This is an optimization exercise on Yosys and OpenROAD, whose aim is small area, not a production implementation. Function was checked by simulation only, so behaviour that the tests miss may differ from the original. No driver is modelled on the clock port, so clocking that relies on it looks cheaper here than on a real chip. Power and IR drop assume default switching activity.

[flow/flow/synth.tcl]
# The standard synthesis (synth_recipe.tcl), with the combinational
# logic mapped by an area-oriented abc script instead of ORFS's speed script.
proc abc {args} {
  set i [lsearch -exact $args -script]
  if {$i >= 0} { set args [lreplace $args $i [expr {$i+1}] -script $::env(MY_ABC_SCRIPT)] }
  yosys abc {*}$args
}
source $::env(MY_WORK)/synth_recipe.tcl
[flow/design.v]
module BallPhysics (
  input logic rst,
  input logic clk,
  input logic [31:0] dimensions,
  input logic [31:0] ballPosition,     
  input logic [31:0] ballVelocity,
  input logic [31:0] leftPaddlePosition,
  input logic [31:0] rightPaddlePosition,
  output logic [1:0] playerDidScore,      
  output logic [31:0] ballPositionOut,
  output logic [31:0] ballVelocityOut
);
  function automatic [15:0] add16(input [15:0] a, input [15:0] b);
    logic c;
    c = 1'b0;
    for (int i = 0; i < 16; i++) begin
      add16[i] = a[i] ^ b[i] ^ c;
      c = (a[i] & b[i]) | (c & (a[i] ^ b[i]));
    end
  endfunction
  function automatic [16:0] sub16(input [15:0] a, input [15:0] b);
    logic br;
    br = 1'b0;
    for (int i = 0; i < 16; i++) begin
      sub16[i] = a[i] ^ b[i] ^ br;
      br = (~a[i] & b[i]) | (~(a[i] ^ b[i]) & br);
    end
    sub16[16] = br;
  endfunction
  function automatic lt16(input [15:0] a, input [15:0] b);
    logic br;
    br = 1'b0;
    for (int i = 0; i < 16; i++)
      br = (~a[i] & b[i]) | (~(a[i] ^ b[i]) & br);
    lt16 = br;
  endfunction
  function automatic [15:0] neg16(input [15:0] a);
    logic seen;    
    seen = 1'b0;
    for (int i = 0; i < 16; i++) begin
      neg16[i] = a[i] ^ seen;
      seen = seen | a[i];
    end
  endfunction
  function automatic in_paddle(input [16:0] diff, input [15:0] p);
    logic below, wraps, short;
    below = diff[16];
    wraps = p >= 16'd65436;           
    short = diff[15:0] < 16'd100;
    in_paddle = ~below & (diff[15:0] != 16'd0) &
                (wraps ? (below & short) : (below | short));
  endfunction
  logic [15:0] bx, by, lx, ly, rx, ry, h;
  assign bx = ballPosition[31:16];
  assign by = ballPosition[15:0];
  assign lx = leftPaddlePosition[31:16];
  assign ly = leftPaddlePosition[15:0];
  assign rx = rightPaddlePosition[31:16];
  assign ry = rightPaddlePosition[15:0];
  assign h  = dimensions[15:0];
  logic [31:0] half_dim;
  assign half_dim = {1'b0, dimensions[31:17], 1'b0, dimensions[15:1]};
  logic bounce_y, near_left, in_left, near_right, in_right, bounce_x;
  logic miss_right, miss_left;
  assign bounce_y   = ~lt16(add16(by, 16'd15), h) | (by <= 16'd10);
  assign near_left  = lt16(bx, add16(lx, 16'd13));
  assign in_left    = in_paddle(sub16(by, ly), ly);
  assign near_right = lt16(rx, add16(bx, 16'd13));
  assign in_right   = in_paddle(sub16(by, ry), ry);
  assign bounce_x   = (near_left & in_left) | (near_right & in_right);
  assign miss_right = near_right & ~in_right;
  assign miss_left  = near_left & ~in_left & ~miss_right;
  logic [31:0] vel_reg, pos_reg;
  logic [1:0] score_reg;
  always_ff @(posedge clk) begin
    if (rst == 1'b0) begin
      pos_reg   <= half_dim;
      vel_reg   <= {16'd5, 16'd5};
      score_reg <= 2'b00;
    end else begin
      pos_reg   <= ballPosition;
      score_reg <= {miss_right, miss_left};
      if (bounce_y) vel_reg[15:0]  <= neg16(ballVelocity[15:0]);
      if (bounce_x) vel_reg[31:16] <= neg16(ballVelocity[31:16]);
    end
  end
  logic did_score;
  assign did_score = score_reg[1] | score_reg[0];
  assign ballPositionOut = did_score ? half_dim :
    {add16(pos_reg[31:16], vel_reg[31:16]), add16(pos_reg[15:0], vel_reg[15:0])};
  assign playerDidScore = score_reg;
  assign ballVelocityOut = vel_reg;
endmodule
module PaddleAlgorithm (
  input logic clk,
  input logic rst,
  input logic [31:0] dimensions,
  input logic [31:0] ballPosition,
  input logic [31:0] paddlePositionIn,
  output logic [31:0] paddlePositionOut
);
  function automatic [15:0] add16(input [15:0] a, input [15:0] b);
    logic c;
    c = 1'b0;
    for (int i = 0; i < 16; i++) begin
      add16[i] = a[i] ^ b[i] ^ c;
      c = (a[i] & b[i]) | (c & (a[i] ^ b[i]));
    end
  endfunction
  function automatic [6:0] add6(input [5:0] a, input [5:0] b);
    logic c;
    c = 1'b0;
    for (int i = 0; i < 6; i++) begin
      add6[i] = a[i] ^ b[i] ^ c;
      c = (a[i] & b[i]) | (c & (a[i] ^ b[i]));
    end
    add6[6] = c;
  endfunction
  function automatic [16:0] sub16(input [15:0] a, input [15:0] b);
    logic br;
    br = 1'b0;
    for (int i = 0; i < 16; i++) begin
      sub16[i] = a[i] ^ b[i] ^ br;
      br = (~a[i] & b[i]) | (~(a[i] ^ b[i]) & br);
    end
    sub16[16] = br;
  endfunction
  function automatic lt16(input [15:0] a, input [15:0] b);
    logic br;
    br = 1'b0;
    for (int i = 0; i < 16; i++)
      br = (~a[i] & b[i]) | (~(a[i] ^ b[i]) & br);
    lt16 = br;
  endfunction
  logic [15:0] py, by, h;
  assign py = paddlePositionIn[15:0];
  assign by = ballPosition[15:0];
  assign h  = dimensions[15:0];
  logic [16:0] diff;
  logic below, wraps, far;
  assign diff  = sub16(by, py);
  assign below = diff[16];
  assign wraps = py >= 16'd65486;
  assign far   = diff[15:0] > 16'd50;
  logic up, can_up, can_down;
  assign up       = wraps ? (~below | far) : (~below & far);
  assign can_up   = lt16(add16(py, 16'd100), h);
  assign can_down = py >= 16'd5;
  logic [15:0] a;
  logic inc, dec;
  assign a   = rst ? py : {1'b0, h[15:1]};
  assign inc = rst & up & can_up;
  assign dec = ~rst | (~up & can_down);
  logic [6:0] lo_inc, lo_dec;
  assign lo_inc = add6(a[5:0], 6'd5);
  assign lo_dec = add6(a[5:0], rst ? 6'd59 : 6'd14);    
  logic carry_up, borrow_down;
  assign carry_up    = inc & lo_inc[6];
  assign borrow_down = dec & ~lo_dec[6];
  logic [15:0] next;
  logic ones, zeros;    
  always_comb begin
    next[5:0] = inc ? lo_inc[5:0] : (dec ? lo_dec[5:0] : a[5:0]);
    ones = 1'b1;
    zeros = 1'b1;
    for (int i = 6; i < 16; i++) begin
      next[i] = a[i] ^ ((carry_up & ones) | (borrow_down & zeros));
      ones = ones & a[i];
      zeros = zeros & ~a[i];
    end
  end
  always_ff @(posedge clk) begin
    paddlePositionOut[15:0]  <= next;
    paddlePositionOut[31:16] <= paddlePositionIn[31:16];
  end
endmodule
module PingPong (
  input logic rst,
  input logic clk,
  input logic [31:0] dimensions,
  input logic [31:0] ballPosition,
  input logic [31:0] ballVelocity,
  input logic [31:0] leftPaddlePosition,
  input logic [31:0] rightPaddlePosition,
  output logic [15:0] scoreOut,
  output logic [31:0] leftPaddlePositionOut,
  output logic [31:0] rightPaddlePositionOut,
  output logic [31:0] ballPositionOut,
  output logic [31:0] ballVelocityOut
);
  logic [1:0] score_update;    
  logic [15:0] score_reg;
  PaddleAlgorithm automatedPaddle (
    .clk(clk),
    .rst(rst),
    .ballPosition(ballPosition),
    .dimensions(dimensions),
    .paddlePositionIn(leftPaddlePosition),
    .paddlePositionOut(leftPaddlePositionOut)
  );
  BallPhysics ballPixel (
    .rst(rst),
    .clk(clk),
    .dimensions(dimensions),
    .ballPosition(ballPosition),
    .ballVelocity(ballVelocity),
    .leftPaddlePosition(leftPaddlePosition),
    .rightPaddlePosition(rightPaddlePosition),
    .playerDidScore(score_update),
    .ballPositionOut(ballPositionOut),
    .ballVelocityOut(ballVelocityOut)
  );
  function automatic [7:0] inc8(input [7:0] a, input cin);
    logic c;
    c = cin;
    for (int i = 0; i < 8; i++) begin
      inc8[i] = a[i] ^ c;
      c = a[i] & c;
    end
  endfunction
  always_ff @(posedge clk) begin
    if (rst == 1'b0) score_reg <= 16'h0000;
    else begin
      score_reg[15:8] <= inc8(score_reg[15:8], score_update[1]);
      score_reg[7:0]  <= inc8(score_reg[7:0], score_update[0]);
    end
  end
  assign scoreOut = score_reg;
  assign rightPaddlePositionOut = rightPaddlePosition;
endmodule
[flow/standard.sh]
#!/bin/bash
# synth_recipe.tcl (not shown) runs the flow's synth.tcl, then flattens the netlist and writes it again
# the make line also repeats each setting of config.mk as NAME=value (left out here)
make -C /OpenROAD-flow-scripts/flow DESIGN_CONFIG=/design/flow/config.mk WORK_HOME=/design/flow/orfs CLKGATE_MAP_FILE= SYNTH_SCRIPT=/design/flow/synth_recipe.tcl "${@:-finish}"
[flow/config.mk]
export PLATFORM = sky130hd
export DESIGN_NAME = PingPong
export DESIGN_NICKNAME = PingPong
export VERILOG_FILES = /design/flow/design.v
export SDC_FILE = /design/flow/constraint.sdc
export NUM_CORES = 4
export LEC_CHECK = 0
export CAP_MARGIN = 20
export CORE_MARGIN = 2
export CORE_UTILIZATION = 40
export SLEW_MARGIN = 20
[flow/flow/run.sh]
#!/bin/bash
# Own layout flow: the standard ORFS flow with
#  - synthesis: full adders only (half adders on the don't-use list) and an
#    area-oriented abc script; registers are the standard synthesis's
#  - port buffers of the smallest buffer cell
#  - a clock tree of small buffers without dummy loads
set -euo pipefail
W=$(pwd)
export MY_WORK=$W
export MY_ABC_SCRIPT=$W/flow/abc_area.script
PLATFORM_DU="sky130_fd_sc_hd__probe_p_8 sky130_fd_sc_hd__probec_p_8 sky130_fd_sc_hd__lpflow_bleeder_1 sky130_fd_sc_hd__lpflow_clkbufkapwr_1 sky130_fd_sc_hd__lpflow_clkbufkapwr_16 sky130_fd_sc_hd__lpflow_clkbufkapwr_2 sky130_fd_sc_hd__lpflow_clkbufkapwr_4 sky130_fd_sc_hd__lpflow_clkbufkapwr_8 sky130_fd_sc_hd__lpflow_clkinvkapwr_1 sky130_fd_sc_hd__lpflow_clkinvkapwr_16 sky130_fd_sc_hd__lpflow_clkinvkapwr_2 sky130_fd_sc_hd__lpflow_clkinvkapwr_4 sky130_fd_sc_hd__lpflow_clkinvkapwr_8 sky130_fd_sc_hd__lpflow_decapkapwr_12 sky130_fd_sc_hd__lpflow_decapkapwr_3 sky130_fd_sc_hd__lpflow_decapkapwr_4 sky130_fd_sc_hd__lpflow_decapkapwr_6 sky130_fd_sc_hd__lpflow_decapkapwr_8 sky130_fd_sc_hd__lpflow_inputiso0n_1 sky130_fd_sc_hd__lpflow_inputiso0p_1 sky130_fd_sc_hd__lpflow_inputiso1n_1 sky130_fd_sc_hd__lpflow_inputiso1p_1 sky130_fd_sc_hd__lpflow_inputisolatch_1 sky130_fd_sc_hd__lpflow_isobufsrc_1 sky130_fd_sc_hd__lpflow_isobufsrc_16 sky130_fd_sc_hd__lpflow_isobufsrc_2 sky130_fd_sc_hd__lpflow_isobufsrc_4 sky130_fd_sc_hd__lpflow_isobufsrc_8 sky130_fd_sc_hd__lpflow_isobufsrckapwr_16 sky130_fd_sc_hd__lpflow_lsbuf_lh_hl_isowell_tap_1 sky130_fd_sc_hd__lpflow_lsbuf_lh_hl_isowell_tap_2 sky130_fd_sc_hd__lpflow_lsbuf_lh_hl_isowell_tap_4 sky130_fd_sc_hd__lpflow_lsbuf_lh_isowell_4 sky130_fd_sc_hd__lpflow_lsbuf_lh_isowell_tap_1 sky130_fd_sc_hd__lpflow_lsbuf_lh_isowell_tap_2 sky130_fd_sc_hd__lpflow_lsbuf_lh_isowell_tap_4"
DU="$PLATFORM_DU sky130_fd_sc_hd__ha_1 sky130_fd_sc_hd__ha_2 sky130_fd_sc_hd__ha_4"
CTS="-sink_clustering_enable -repair_clock_nets -dont_use_dummy_load -buf_list sky130_fd_sc_hd__clkbuf_4 -sink_clustering_size 24 -sink_clustering_max_diameter 60"
make -C "$FLOW_HOME" DESIGN_CONFIG="$W/config.mk" WORK_HOME="$W/orfs" CLKGATE_MAP_FILE= \
  SYNTH_SCRIPT="$W/flow/synth.tcl" "DONT_USE_CELLS=$DU" \
  "BUFFER_PORTS_ARGS=-buffer_cell sky130_fd_sc_hd__buf_1" "CTS_ARGS=$CTS" \
  finish > "$W/make.log" 2>&1
R=$W/orfs/results/sky130hd/PingPong/base
: # left out here: write the final layout as DEF
[flow/constraint.sdc]
create_clock -name core_clock -period 10.0 [get_ports {clk}]
set_input_delay 2.0000 -clock core_clock [delete_from_list [all_inputs] [get_ports {clk}]]
set_output_delay 2.0000 -clock core_clock [all_outputs]
set_load 0.01 [all_outputs]
[flow/flow/abc_area.script]
strash
ifraig
dc2
dch -f
amap
topo
==> impl_metrics.xml, run 1 <==
<?xml version="1.0" encoding="UTF-8"?>
<metrics>
  <group name="run_status">
    <metric name="run_status" unit="">no timing/DRC/antenna violations</metric>
  </group>
  <group name="synthesis">
    <metric name="edff_count_synth" unit="">0</metric>
    <metric name="yosys-top-cells-count" unit="">sky130_fd_sc_hd__clkinv_1, sky130_fd_sc_hd__nor2_1, sky130_fd_sc_hd__dfxtp_1, sky130_fd_sc_hd__o21ai_0, sky130_fd_sc_hd__nand2_1</metric>
    <metric name="ys_async_sr_fraction" unit="%">0</metric>
    <metric name="ys_seq_elements" unit="">114</metric>
    <metric name="synth_largest_area_cell" unit="">sky130_fd_sc_hd__dfxtp_1</metric>
    <metric name="yosys_most_used_dff" unit="">sky130_fd_sc_hd__dfxtp_1</metric>
    <metric name="synth_fp_nets" unit="">1249</metric>
    <metric name="yosys-top-cells-area" unit="">sky130_fd_sc_hd__dfxtp_1, sky130_fd_sc_hd__fa_1, sky130_fd_sc_hd__clkinv_1</metric>
    <metric name="post_synth_instance_area" unit="um^2">7800</metric>
    <metric name="synth.top_cell.area_share" unit="%">29.3</metric>
    <metric name="synthCells" unit="">1029</metric>
    <metric name="synth-warning-count" unit="">3</metric>
    <metric name="synth_sequential_area_ratio" unit="%">29.3</metric>
    <metric name="synth.most_common_cell" unit="">sky130_fd_sc_hd__clkinv_1</metric>
    <metric name="synth_cell_types" unit="">45</metric>
    <metric name="syn-mean-instance-area" unit="um^2">7.58</metric>
  </group>
  <group name="routing">
    <metric name="wl_per_cell" unit="um">15.5</metric>
    <metric name="dr.first_iter.drc_count" unit="">381</metric>
    <metric name="finalWirelength" unit="um">24800</metric>
    <metric name="vias" unit="">8245</metric>
    <metric name="remaining_drc_errors" unit="">0</metric>
    <metric name="antenna_violating_nets_post_route" unit="">0</metric>
    <metric name="vias_per_cell" unit="">5.15</metric>
    <metric name="drt_pass1_iterations" unit="">5</metric>
  </group>
  <group name="critical_path">
    <metric name="critPathMaxStageDelay" unit="ns">0.39</metric>
    <metric name="critical_path_buf_inv_count" unit="">13</metric>
    <metric name="path_delay_family" unit="">adder cells</metric>
    <metric name="path_class" unit="">input port to flop</metric>
    <metric name="path_common_cell" unit="">sky130_fd_sc_hd__fa_1</metric>
    <metric name="cp_slowest_cell" unit="">sky130_fd_sc_hd__fa_1</metric>
    <metric name="arrival" unit="ns">9.68</metric>
    <metric name="critPathRequiredTime" unit="ns">10.42</metric>
    <metric name="critPathCaptureType" unit="">flop</metric>
    <metric name="worst_setup_path_start_kind" unit="">input port</metric>
    <metric name="crit_path_max_fanout" unit="">3</metric>
    <metric name="worstRegToRegCells" unit="">6</metric>
    <metric name="crit_cells" unit="">43</metric>
  </group>
  <group name="timing">
    <metric name="min_period" unit="ns">9.26</metric>
    <metric name="setup_viol" unit="">0</metric>
    <metric name="fmax" unit="MHz">108</metric>
    <metric name="slew_viol_final" unit="">0</metric>
    <metric name="max_slew_margin" unit="%">47.7</metric>
    <metric name="rsz_0062_raised_after_global_routing" unit="">no</metric>
    <metric name="timing_hold_violations_final" unit="">0</metric>
    <metric name="clock-skew-final" unit="ns">0.0297</metric>
    <metric name="tightestPinTransition" unit="ns">0.784</metric>
    <metric name="tns" unit="ns">0</metric>
    <metric name="layout_worst_path_cycle_share" unit="%">92.6</metric>
  </group>
  <group name="cts">
    <metric name="cts.sink_count" unit="">114</metric>
    <metric name="clock_path_buffers" unit="">2</metric>
    <metric name="post_cts_resized" unit="">0</metric>
    <metric name="worst_setup_hold_path_clk_slew" unit="ns">0.11</metric>
    <metric name="hold_buffer_count_at_cts" unit="">0</metric>
    <metric name="tritoncts.num_buffers" unit="">17</metric>
    <metric name="post_cts_buffers" unit="">0</metric>
    <metric name="ctsRootBufferMaster" unit="">sky130_fd_sc_hd__clkbuf_4</metric>
    <metric name="cts_tree" unit="">yes</metric>
    <metric name="worstSkewPairLatency" unit="ns">0.52</metric>
    <metric name="cts_htree_levels" unit="">4</metric>
  </group>
  <group name="grt">
    <metric name="grt_overflow" unit="">0</metric>
    <metric name="grt_first_pass_wirelength" unit="um">38400</metric>
    <metric name="grt_start_max_net_pins" unit="">68</metric>
    <metric name="initial_antenna_violation_count" unit="">3</metric>
    <metric name="via_count_of_the_first_global_routing_pass" unit="">7722</metric>
    <metric name="grt_use_total" unit="%">24.1</metric>
  </group>
  <group name="power">
    <metric name="power.leakage" unit="nW">3.41</metric>
    <metric name="report.power.total" unit="W">0.00110</metric>
    <metric name="power.density" unit="nW/um^2">118</metric>
    <metric name="max_rail_drop_vdd" unit="uV">46.3</metric>
  </group>
  <group name="cells_and_area">
    <metric name="num-fill-cells" unit="">2054</metric>
    <metric name="multi_input_area" unit="um^2">4640</metric>
    <metric name="drive_above_1_share" unit="%">2.77</metric>
    <metric name="ff_latch_area" unit="um^2">2280</metric>
    <metric name="layout-area-overhead-vs-synth" unit="%">19.2</metric>
    <metric name="nNetsFinal" unit="">1557</metric>
  </group>
  <group name="floorplan">
    <metric name="core_area" unit="um^2">19300</metric>
    <metric name="effective_utilization_at_floorplan" unit="%">40.5</metric>
    <metric name="die_area" unit="um^2">20600</metric>
    <metric name="placementRows" unit="">51</metric>
    <metric name="die_y" unit="um">144</metric>
    <metric name="die_width" unit="um">144</metric>
    <metric name="pin_count" unit="">306</metric>
  </group>
  <group name="hold_path">
    <metric name="timing.hold.worst.class" unit="">flop to flop</metric>
    <metric name="hold_depth" unit="">1</metric>
  </group>
  <group name="placed_design">
    <metric name="port_buffers" unit="">304</metric>
    <metric name="hpwlAfterDp" unit="um">20400</metric>
    <metric name="gp_congestion" unit="">0.904</metric>
  </group>
  <group name="flow_run">
    <metric name="timing.max_cap.violations" unit="">0</metric>
  </group>
</metrics>
==> placed cells by master, fill, tap and decap left out, types with 2 or more instances in the layout <==
cell / count
sky130_fd_sc_hd__a2111oi_0: 2
sky130_fd_sc_hd__a211oi_1: 8
sky130_fd_sc_hd__a21boi_0: 7
sky130_fd_sc_hd__a21o_1: 16
sky130_fd_sc_hd__a21oi_1: 67
sky130_fd_sc_hd__a221o_1: 2
sky130_fd_sc_hd__a221oi_1: 3
sky130_fd_sc_hd__a222oi_1: 6
sky130_fd_sc_hd__a22oi_1: 23
sky130_fd_sc_hd__a31oi_1: 5
sky130_fd_sc_hd__and2_0: 5
sky130_fd_sc_hd__and3_1: 10
sky130_fd_sc_hd__buf_1: 303
sky130_fd_sc_hd__buf_4: 17
sky130_fd_sc_hd__clkbuf_4: 17
sky130_fd_sc_hd__clkinv_1: 170
sky130_fd_sc_hd__dfxtp_1: 114
sky130_fd_sc_hd__diode_2: 2
sky130_fd_sc_hd__fa_1: 58
sky130_fd_sc_hd__nand2_1: 96
sky130_fd_sc_hd__nand2b_1: 3
sky130_fd_sc_hd__nand3_1: 4
sky130_fd_sc_hd__nand4_1: 7
sky130_fd_sc_hd__nor2_1: 155
sky130_fd_sc_hd__nor2b_1: 6
sky130_fd_sc_hd__nor3_1: 23
sky130_fd_sc_hd__nor4_1: 4
sky130_fd_sc_hd__nor4bb_1: 2
sky130_fd_sc_hd__o211ai_1: 2
sky130_fd_sc_hd__o21a_1: 6
sky130_fd_sc_hd__o21ai_0: 99
sky130_fd_sc_hd__o221a_1: 15
sky130_fd_sc_hd__o221ai_1: 4
sky130_fd_sc_hd__o22a_1: 3
sky130_fd_sc_hd__o22ai_1: 46
sky130_fd_sc_hd__o41ai_1: 2
sky130_fd_sc_hd__or2_0: 6
sky130_fd_sc_hd__or3_1: 2
sky130_fd_sc_hd__or4_1: 4
==> through the flow <==
| stage | hold WS (ns) | instances | setup WS (ns) | utilization, % | area (um^2) |
|---|---|---|---|---|---|
| after floorplan | 0.473 | 1029 | 0.581 | - | 7800 |
| after global placement | 0.438 | 1583 | 0.217 | 47.6 | 9170 |
| after detailed placement | 0.441 | 1583 | 0.201 | 47.6 | 9170 |
| after CTS | 0.454 | 1600 | 0.596 | 48.2 | 9300 |
| after global routing | 0.491 | 1601 | 0.158 | 48.3 | 9300 |
| final | 0.457 | 1602 | 0.740 | 48.3 | 9300 |
==> final cells by class <==
cell class	count	area share, %
diodes	2	0.0538
clock buffers	17	1.37
repair buffers	321	13.7
flip-flops and latches	114	24.5
multi-input cells	712	49.9
inverters	171	6.90
well taps	265	3.56
==> path summary, 6_finish.rpt <==
check	start	end	slack [ns]
worst max register to register	ballPixel.score_reg[1]$_SDFF_PN0_	score_reg[15]$_SDFF_PN0_	8.43
worst max-delay path	ballPosition[0]	automatedPaddle.paddlePositionOut[15]$_DFF_P_	0.74
worst min-delay path	score_reg[15]$_SDFF_PN0_	score_reg[15]$_SDFF_PN0_	0.46
worst min register to register	score_reg[15]$_SDFF_PN0_	score_reg[15]$_SDFF_PN0_	0.46
==> power breakdown <==
group	internal [W]	switching (W)
sequential	0.000484	0.0000158
combinational	0.000136	0.000234
clock	0.0000776	0.000151
==> cells by family after synthesis <==
group           Yosys count  share of synthesized area, %
flops                   114                          29.3
fa+ha+maj                58                          14.9
compound gates          325                          26.5
simple gates            329                          18.1
buf+inv                 203                          11.3
==> metal layers <==
metal,track usage (%),part of all wire [%],vias to the layer above
li1,-,-,4147
met1,27.4,40,3786
met2,44.2,51,271
met3,6.13,7.3,37
met4,7.43,1.9,4
met5,0,0.085,-
==> run 2: changes to the inputs <==
--- a/flow/config.mk
+++ b/flow/config.mk
@@ -6,6 +6,6 @@
 export NUM_CORES = 4
 export LEC_CHECK = 0
-export CAP_MARGIN = 20
+export CAP_MARGIN = 0
 export CORE_MARGIN = 2
-export CORE_UTILIZATION = 40
-export SLEW_MARGIN = 20
+export CORE_UTILIZATION = 60
+export SLEW_MARGIN = 0
==> run 2 against run 1 <==
Still clean. Non-clock buffer count is 4 lower. Synthesized cell count did not move. Routed wire length down 9.3%. Sequential power about the same. First-iteration DRC count is 45% higher. Sequential share of layout area increased by 0.40 points. Register-to-register slack hardly changed. Core utilization grew 24 points. Clock-buffer cell count stayed put. Critical path depth did not move. Global-route usage grew 8.4 points. Largest cell class unchanged.
==> impl_metrics.xml, run 2 <==
<?xml version="1.0" encoding="UTF-8"?>
<metrics>
  <group name="run_status">
    <metric name="run_status" unit="">no timing/DRC/antenna violations</metric>
  </group>
  <group name="timing">
    <metric name="setup_viol" unit="">0</metric>
    <metric name="max_slew_margin" unit="%">27.1</metric>
    <metric name="timing_hold_violations_final" unit="">0</metric>
    <metric name="tightestPinTransition" unit="ns">1.09</metric>
    <metric name="min_period" unit="ns">9.48</metric>
    <metric name="slew_viol_final" unit="">0</metric>
    <metric name="fmax" unit="MHz">105</metric>
    <metric name="rsz_0062_raised_after_global_routing" unit="">no</metric>
    <metric name="clock-skew-final" unit="ns">0.0348</metric>
    <metric name="layout_worst_path_cycle_share" unit="%">94.8</metric>
    <metric name="tns" unit="ns">0</metric>
  </group>
  <group name="cells_and_area">
    <metric name="drive_above_1_share" unit="%">2.48</metric>
    <metric name="most-common-layout-cells" unit="">sky130_fd_sc_hd__buf_1, sky130_fd_sc_hd__clkinv_1, sky130_fd_sc_hd__nor2_1</metric>
    <metric name="num-fill-cells" unit="">1133</metric>
    <metric name="layout-area-overhead-vs-synth" unit="%">17.3</metric>
    <metric name="instances_no_fill" unit="">1504</metric>
    <metric name="nNetsFinal" unit="">1553</metric>
    <metric name="mostFrequentLayoutCell" unit="">sky130_fd_sc_hd__buf_1</metric>
  </group>
  <group name="grt">
    <metric name="grt_use_total" unit="%">32.5</metric>
    <metric name="initial_antenna_violation_count" unit="">1</metric>
    <metric name="peak_usage_layer_in_the_global_routing_report" unit="">met2</metric>
    <metric name="groute.layer.met3.usage" unit="%">7.80</metric>
    <metric name="via_count_of_the_first_global_routing_pass" unit="">7793</metric>
    <metric name="groute.layer.met2.usage" unit="%">56.9</metric>
    <metric name="grt_first_pass_wirelength" unit="um">36200</metric>
    <metric name="grt_overflow" unit="">0</metric>
    <metric name="global_route_track_usage_on_met1" unit="%">36.9</metric>
    <metric name="grt_start_max_net_pins" unit="">68</metric>
  </group>
  <group name="critical_path">
    <metric name="cp_slowest_cell" unit="">sky130_fd_sc_hd__o41ai_1</metric>
    <metric name="path_class" unit="">input port to flop</metric>
    <metric name="critPathMaxStageDelay" unit="ns">0.41</metric>
    <metric name="crit_path_max_fanout" unit="">4</metric>
    <metric name="path_common_cell" unit="">sky130_fd_sc_hd__fa_1</metric>
    <metric name="critPathCaptureType" unit="">flop</metric>
    <metric name="arrival" unit="ns">9.90</metric>
    <metric name="worst_setup_path_start_kind" unit="">input port</metric>
    <metric name="rr_startpoint" unit="">ballPixel.score_reg[0]$_SDFF_PN0_</metric>
    <metric name="reg2reg_slack" unit="ns">8.42</metric>
    <metric name="critPathRequiredTime" unit="ns">10.41</metric>
    <metric name="critPathLaunch" unit="">ballPosition[0]</metric>
  </group>
  <group name="power">
    <metric name="max_rail_drop_vdd" unit="uV">83.9</metric>
    <metric name="power.density" unit="nW/um^2">119</metric>
    <metric name="power.leakage" unit="nW">3.39</metric>
    <metric name="report.power.total" unit="W">0.00109</metric>
  </group>
  <group name="synthesis">
    <metric name="syn-mean-instance-area" unit="um^2">7.58</metric>
    <metric name="synth_sequential_area_ratio" unit="%">29.3</metric>
    <metric name="synth-compound-area-share" unit="%">26.5</metric>
    <metric name="synth-simple-area-share" unit="%">18.1</metric>
    <metric name="synth-warning-count" unit="">3</metric>
    <metric name="edff_count_synth" unit="">0</metric>
    <metric name="synth.top_cell.area_share" unit="%">29.3</metric>
    <metric name="post_synth_instance_area" unit="um^2">7800</metric>
    <metric name="synth_fp_nets" unit="">1249</metric>
    <metric name="synth_area_in_adders" unit="%">14.9</metric>
    <metric name="synth.most_common_cell" unit="">sky130_fd_sc_hd__clkinv_1</metric>
    <metric name="ys_async_sr_fraction" unit="%">0</metric>
    <metric name="synth_cell_types" unit="">45</metric>
    <metric name="yosys-top-cells-area" unit="">sky130_fd_sc_hd__dfxtp_1, sky130_fd_sc_hd__fa_1, sky130_fd_sc_hd__clkinv_1</metric>
    <metric name="synthXorXnorAreaFrac" unit="%">0</metric>
    <metric name="post_synth_mux_area_share" unit="%">0</metric>
    <metric name="yosys_most_used_dff" unit="">sky130_fd_sc_hd__dfxtp_1</metric>
    <metric name="yosys-top-cells-count" unit="">sky130_fd_sc_hd__clkinv_1, sky130_fd_sc_hd__nor2_1, sky130_fd_sc_hd__dfxtp_1, sky130_fd_sc_hd__o21ai_0, sky130_fd_sc_hd__nand2_1</metric>
    <metric name="ys_seq_elements" unit="">114</metric>
    <metric name="synth_largest_area_cell" unit="">sky130_fd_sc_hd__dfxtp_1</metric>
    <metric name="synthCells" unit="">1029</metric>
    <metric name="synth_top_family_by_area" unit="">compound AO/OA/AOI/OAI gates</metric>
  </group>
  <group name="flow_run">
    <metric name="timing.max_cap.violations" unit="">0</metric>
  </group>
  <group name="floorplan">
    <metric name="die_y" unit="um">118</metric>
    <metric name="die_width" unit="um">118</metric>
    <metric name="pin_count" unit="">306</metric>
    <metric name="die_area" unit="um^2">13900</metric>
    <metric name="placementRows" unit="">41</metric>
    <metric name="core_area" unit="um^2">12700</metric>
    <metric name="effective_utilization_at_floorplan" unit="%">61.6</metric>
  </group>
  <group name="cts">
    <metric name="post_cts_resized" unit="">0</metric>
    <metric name="worstSkewPairLatency" unit="ns">0.55</metric>
    <metric name="worst_setup_hold_path_clk_slew" unit="ns">0.12</metric>
    <metric name="post_cts_buffers" unit="">0</metric>
    <metric name="cts_htree_levels" unit="">4</metric>
    <metric name="clock_path_buffers" unit="">2</metric>
    <metric name="cts_tree" unit="">yes</metric>
    <metric name="cts.sink_count" unit="">114</metric>
    <metric name="hold_buffer_count_at_cts" unit="">0</metric>
    <metric name="ctsRootBufferMaster" unit="">sky130_fd_sc_hd__clkbuf_4</metric>
    <metric name="tritoncts.num_buffers" unit="">17</metric>
  </group>
  <group name="routing">
    <metric name="remaining_drc_errors" unit="">0</metric>
    <metric name="wl_per_cell" unit="um">14.9</metric>
    <metric name="vias_per_cell" unit="">5.51</metric>
    <metric name="drt_pass1_iterations" unit="">5</metric>
    <metric name="dr.first_iter.drc_count" unit="">552</metric>
    <metric name="finalWirelength" unit="um">22500</metric>
    <metric name="vias" unit="">8285</metric>
    <metric name="antenna_violating_nets_post_route" unit="">0</metric>
  </group>
  <group name="placed_design">
    <metric name="dpl.cell_count" unit="">1486</metric>
    <metric name="gp_congestion" unit="">0.976</metric>
    <metric name="hpwlAfterDp" unit="um">18300</metric>
    <metric name="port_buffers" unit="">304</metric>
  </group>
  <group name="hold_path">
    <metric name="timing.hold.worst.class" unit="">flop to flop</metric>
    <metric name="min_delay_src" unit="">score_reg[15]$_SDFF_PN0_</metric>
  </group>
</metrics>
==> run 2: cell counts after synthesis <==
Identical to the previous run, type by type.
==> run 2: critical path: cells and delay by family <==
family	cells	cell delay (ns)
buf+inv	13	1.16
fa+ha+maj	15	4.19
compound gates	5	0.87
simple gates	10	1.69
==> run 2: worst paths after layout <==
check                                                                     end  depth (start not counted)
worst max-delay path            automatedPaddle.paddlePositionOut[15]$_DFF_P_                         43
worst min-delay path                                 score_reg[15]$_SDFF_PN0_                          1
worst max register to register                        score_reg[7]$_SDFF_PN0_                          6
worst min register to register                       score_reg[15]$_SDFF_PN0_                          1
==> run 2: stage by stage <==
step | instance area [um^2] | setup WS [ns] | utilization [%] | hold slack [ns]
final | 9150 | 0.516 | 72.2 | 0.470
after CTS | 9150 | 0.633 | 72.2 | 0.467
after global routing | 9150 | 0.0445 | 72.2 | 0.522
after floorplan | 7800 | 0.581 | - | 0.473
after global placement | 9020 | 0.231 | 71.2 | 0.442
after detailed placement | 9020 | 0.0901 | 71.2 | 0.446
==> run 2: metal layers <==
metal,routed length (um),vias up
met4,1030,0
li1,-,4140
met3,1790,76
met5,0,-
met1,8630,3715
met2,11000,354
==> run 2: layout make-up <==
cell class	count	area, um^2	area share (%)
inverters	171	642	7.01
diodes	1	2.50	0.0273
clock buffers	17	128	1.39
well taps	172	215	2.35
flip-flops and latches	114	2280	24.9
repair buffers	317	1240	13.5
multi-input cells	712	4640	50.7
==> run 2: cell families (layout without fill, tap and decap cells) <==
group,Yosys count,in the layout
buf+inv,203,505
other cells,0,1
simple gates,329,329
fa+ha+maj,58,58
flops,114,114
compound gates,325,325
==> run 2: where the power goes <==
part           total [W]  internal [W]  switching, W
clock network   0.000226     0.0000772      0.000149
logic           0.000367      0.000136      0.000231
registers       0.000500      0.000484     0.0000158
total            0.00109      0.000697      0.000395
==> run 3: changes to the inputs <==
--- a/flow/flow/run.sh
+++ b/flow/flow/run.sh
@@ -14,5 +14,5 @@
 make -C "$FLOW_HOME" DESIGN_CONFIG="$W/config.mk" WORK_HOME="$W/orfs" CLKGATE_MAP_FILE= \
   SYNTH_SCRIPT="$W/flow/synth.tcl" "DONT_USE_CELLS=$DU" \
-  "BUFFER_PORTS_ARGS=-buffer_cell sky130_fd_sc_hd__buf_1" "CTS_ARGS=$CTS" \
+  "BUFFER_PORTS_ARGS=-buffer_cell sky130_fd_sc_hd__buf_1" "CTS_ARGS=$CTS" "POST_CTS_TCL=$W/flow/cts_post.tcl" \
   finish > "$W/make.log" 2>&1
 R=$W/orfs/results/sky130hd/PingPong/base
==> flow/flow/cts_post.tcl (new file) <==
# After CTS: a leaf clock buffer that drives many flip-flops gets the next
# drive strength up, to keep a margin on the flip-flops' clock-pin slew.
set upsized 0
foreach inst [get_cells clkbuf_*] {
  if {[get_property $inst ref_name] ne "sky130_fd_sc_hd__clkbuf_4"} { continue }
  set out [get_pins -of_objects $inst -filter "direction==output"]
  set fanout [expr {[llength [get_pins -of_objects [get_nets -of_objects $out]]] - 1}]
  if {$fanout >= 10} {
    replace_cell $inst sky130_fd_sc_hd__clkbuf_8
    incr upsized
  }
}
puts "cts_post: upsized $upsized leaf clock buffers"
if {$upsized > 0} {
  detailed_placement
  estimate_parasitics -placement
}
==> run 3 against run 2 <==
Highest routed layer unchanged. Final cell count barely moved. Final area rose by 0.16%. Fmax fell by 0.27%. Worst setup slack got worse by 0.026 ns. Power rose by 0.95%. Flip-flop and latch count did not move. Sequential share of layout area barely moved. Synthesized area did not move. Clock-buffer cell count did not move. Clock skew fell by 0.015 ns. Non-clock buffer count did not move. Synthesized cell count did not move.
==> impl_metrics.xml, run 3 <==
<?xml version="1.0" encoding="UTF-8"?>
<metrics>
  <group name="timing">
    <metric name="fmax" unit="MHz">105</metric>
    <metric name="clock-skew-final" unit="ns">0.0200</metric>
    <metric name="tightestPinTransition" unit="ns">1.09</metric>
    <metric name="timing_hold_violations_final" unit="">0</metric>
    <metric name="layout_worst_path_cycle_share" unit="%">95.1</metric>
    <metric name="tns" unit="ns">0</metric>
    <metric name="min_period" unit="ns">9.51</metric>
    <metric name="max_slew_margin" unit="%">27.0</metric>
    <metric name="setup_viol" unit="">0</metric>
    <metric name="fin_ws" unit="ns">0.490</metric>
    <metric name="rsz_0062_raised_after_global_routing" unit="">no</metric>
    <metric name="slew_viol_final" unit="">0</metric>
  </group>
  <group name="synthesis">
    <metric name="ys_seq_elements" unit="">114</metric>
    <metric name="synth-warning-count" unit="">3</metric>
    <metric name="yosys_most_used_dff" unit="">sky130_fd_sc_hd__dfxtp_1</metric>
    <metric name="synth_fp_nets" unit="">1249</metric>
    <metric name="ys_async_sr_fraction" unit="%">0</metric>
    <metric name="post_synth_instance_area" unit="um^2">7800</metric>
    <metric name="synth_cell_types" unit="">45</metric>
    <metric name="synthCells" unit="">1029</metric>
    <metric name="synth.most_common_cell" unit="">sky130_fd_sc_hd__clkinv_1</metric>
    <metric name="syn-mean-instance-area" unit="um^2">7.58</metric>
    <metric name="synth_sequential_area_ratio" unit="%">29.3</metric>
    <metric name="yosys-top-cells-area" unit="">sky130_fd_sc_hd__dfxtp_1, sky130_fd_sc_hd__fa_1, sky130_fd_sc_hd__clkinv_1</metric>
    <metric name="yosys-top-cells-count" unit="">sky130_fd_sc_hd__clkinv_1, sky130_fd_sc_hd__nor2_1, sky130_fd_sc_hd__dfxtp_1, sky130_fd_sc_hd__o21ai_0, sky130_fd_sc_hd__nand2_1</metric>
    <metric name="synth.top_cell.area_share" unit="%">29.3</metric>
    <metric name="edff_count_synth" unit="">0</metric>
    <metric name="synth_largest_area_cell" unit="">sky130_fd_sc_hd__dfxtp_1</metric>
  </group>
  <group name="routing">
    <metric name="wl_per_cell" unit="um">15.0</metric>
    <metric name="antenna_violating_nets_post_route" unit="">0</metric>
    <metric name="vias" unit="">8307</metric>
    <metric name="drt_pass1_iterations" unit="">7</metric>
    <metric name="dr.first_iter.drc_count" unit="">580</metric>
    <metric name="remaining_drc_errors" unit="">0</metric>
    <metric name="finalWirelength" unit="um">22500</metric>
    <metric name="vias_per_cell" unit="">5.53</metric>
  </group>
  <group name="cells_and_area">
    <metric name="most-common-layout-cells" unit="">sky130_fd_sc_hd__buf_1, sky130_fd_sc_hd__clkinv_1, sky130_fd_sc_hd__nor2_1</metric>
    <metric name="drive_above_1_share" unit="%">2.63</metric>
    <metric name="mostFrequentLayoutCell" unit="">sky130_fd_sc_hd__buf_1</metric>
    <metric name="layout-area-overhead-vs-synth" unit="%">17.5</metric>
    <metric name="nNetsFinal" unit="">1553</metric>
    <metric name="utilization" unit="%">72.4</metric>
    <metric name="diodes" unit="">0</metric>
  </group>
  <group name="critical_path">
    <metric name="critPathRequiredTime" unit="ns">10.29</metric>
    <metric name="rr_endpoint" unit="">score_reg[7]$_SDFF_PN0_</metric>
    <metric name="path_class" unit="">input port to flop</metric>
    <metric name="critPathCaptureType" unit="">flop</metric>
    <metric name="cp_slowest_cell" unit="">sky130_fd_sc_hd__o41ai_1</metric>
    <metric name="arrival" unit="ns">9.80</metric>
    <metric name="worstRegToRegCells" unit="">6</metric>
    <metric name="critPathMaxStageDelay" unit="ns">0.41</metric>
    <metric name="crit_path_max_fanout" unit="">4</metric>
    <metric name="reg2reg_slack" unit="ns">8.37</metric>
    <metric name="rr_startpoint" unit="">ballPixel.score_reg[0]$_SDFF_PN0_</metric>
    <metric name="worst_setup_path_start_kind" unit="">input port</metric>
    <metric name="path_common_cell" unit="">sky130_fd_sc_hd__fa_1</metric>
  </group>
  <group name="floorplan">
    <metric name="core_area" unit="um^2">12700</metric>
    <metric name="die_y" unit="um">118</metric>
    <metric name="pin_count" unit="">306</metric>
    <metric name="placementRows" unit="">41</metric>
    <metric name="die_width" unit="um">118</metric>
    <metric name="die_area" unit="um^2">13900</metric>
    <metric name="effective_utilization_at_floorplan" unit="%">61.6</metric>
  </group>
  <group name="placed_design">
    <metric name="gp_congestion" unit="">0.976</metric>
    <metric name="place_ws" unit="ns">0.0901</metric>
    <metric name="port_buffers" unit="">304</metric>
    <metric name="hpwlAfterDp" unit="um">18300</metric>
  </group>
  <group name="grt">
    <metric name="grt_start_max_net_pins" unit="">68</metric>
    <metric name="initial_antenna_violation_count" unit="">0</metric>
    <metric name="grt_overflow" unit="">0</metric>
    <metric name="via_count_of_the_first_global_routing_pass" unit="">7794</metric>
    <metric name="grt_first_pass_wirelength" unit="um">36100</metric>
    <metric name="grt_use_total" unit="%">32.4</metric>
  </group>
  <group name="cts">
    <metric name="worstSkewPairLatency" unit="ns">0.41</metric>
    <metric name="cts_tree" unit="">yes</metric>
    <metric name="worst_setup_hold_path_clk_slew" unit="ns">0.08</metric>
    <metric name="cts.sink_count" unit="">114</metric>
  </group>
  <group name="power">
    <metric name="power.density" unit="nW/um^2">120</metric>
    <metric name="report.power.total" unit="W">0.00110</metric>
    <metric name="max_rail_drop_vdd" unit="uV">83.7</metric>
    <metric name="power.leakage" unit="nW">3.40</metric>
  </group>
  <group name="hold_path">
    <metric name="hold_end" unit="">score_reg[15]$_SDFF_PN0_</metric>
    <metric name="min_delay_src" unit="">score_reg[15]$_SDFF_PN0_</metric>
    <metric name="hold_depth" unit="">1</metric>
    <metric name="timing.hold.worst.class" unit="">flop to flop</metric>
  </group>
  <group name="run_status">
    <metric name="run_status" unit="">no timing/DRC/antenna violations</metric>
  </group>
  <group name="flow_run">
    <metric name="timing.max_cap.violations" unit="">0</metric>
  </group>
</metrics>
-- run 3: power breakdown --
group	total [W]	switching (W)	internal (W)
Clock	0.000236	0.000149	0.0000873
Sequential	0.000500	0.0000158	0.000484
Combinational	0.000367	0.000231	0.000136
Total	0.00110	0.000396	0.000707
-- run 3: per-layer routing --
layer / vias to the layer above / track usage (%) / wire, um / share of wire [%]
met5: - / 0 / 0 / 0
met4: 0 / 15.9 / 1020 / 4.6
met3: 74 / 7.66 / 1670 / 7.4
met2: 364 / 56.9 / 11100 / 49
met1: 3733 / 36.9 / 8730 / 39
li1: 4136 / - / - / -
-- run 3: kinds of logic after synthesis --
group / synth area share, %
AND/OR/NAND/NOR: 18.1
adder cells (fa/ha/maj): 14.9
flip-flops: 29.3
AO/OA/AOI/OAI: 26.5
buffers and inverters: 11.3
-- run 3: worst max-delay path: cells and delay by family --
| kind | cells | cell delay [ns] |
|---|---|---|
| AO/OA/AOI/OAI | 5 | 0.86 |
| buffers and inverters | 13 | 1.14 |
| AND/OR/NAND/NOR | 10 | 1.60 |
| adder cells (fa/ha/maj) | 15 | 4.18 |
-- run 3: through the flow --
stage / cells / area (um^2) / hold WS [ns]
floorplan: 1029 / 7800 / 0.473
global placement: 1486 / 9020 / 0.442
detailed placement: 1486 / 9020 / 0.446
global route: 1503 / 9170 / 0.516
finish: 1503 / 9170 / 0.463
-- run 3: final cells by class --
| cell class | count | area, um^2 |
|---|---|---|
| well taps | 172 | 215 |
| flip-flops and latches | 114 | 2280 |
| multi-input cells | 712 | 4650 |
| clock buffers | 17 | 140 |
| repair buffers | 317 | 1240 |
| fillers | 1129 | 3500 |
| inverters | 171 | 642 |
-- run 3: worst max-delay path by stage --
stage | startpoint | endpoint | slack (ns) | depth (start not counted)
after floorplan | rightPaddlePosition[0] | ballPixel.vel_reg[16]$_SDFFE_PN1P_ | 0.58 | 35
after global placement | ballPosition[0] | automatedPaddle.paddlePositionOut[15]$_DFF_P_ | 0.23 | 43
after detailed placement | ballPosition[0] | automatedPaddle.paddlePositionOut[15]$_DFF_P_ | 0.09 | 43
after global routing | ballPosition[0] | automatedPaddle.paddlePositionOut[15]$_DFF_P_ | 0.05 | 43
final | ballPosition[0] | automatedPaddle.paddlePositionOut[15]$_DFF_P_ | 0.49 | 43

port drivers added, routing unchanged:
Ports are ideal in the flow. The routed layouts listed here were re-timed in OpenROAD.
Step 1 (the two cells are an assumption about what drives the block):
set clk [get_ports {clk}]
set_driving_cell -lib_cell sky130_fd_sc_hd__clkbuf_16 $clk
set_driving_cell -lib_cell sky130_fd_sc_hd__buf_2 [delete_from_list [all_inputs] $clk]
Step 2 also shifts input and output timing later by t, the mid clock arrival at the registers, as if the neighbouring blocks saw the same clock.
a / b / c = ideal / step 1 / step 2; a / b = the first two.
| run | shift t [ns] | slack for setup (ns) | worst setup path after step 2 | latest minus earliest clock arrival (ns) |
|---|---|---|---|---|
| run 1 | 0.540 | 0.740 / 0.703 / 0.206 | input to register | 0.043 / 0.042 |
| run 2 | 0.562 | 0.516 / 0.533 / -0.029 | input to register | 0.066 / 0.066 |
| run 3 | 0.432 | 0.490 / 0.505 / 0.073 | input to register | 0.049 / 0.049 |
Met with ideal ports but missed after step 2: setup timing in run 2. The setup slack of run 2, which loses most, moves by +0.017 ns with the drivers and by -0.545 ns with both steps.
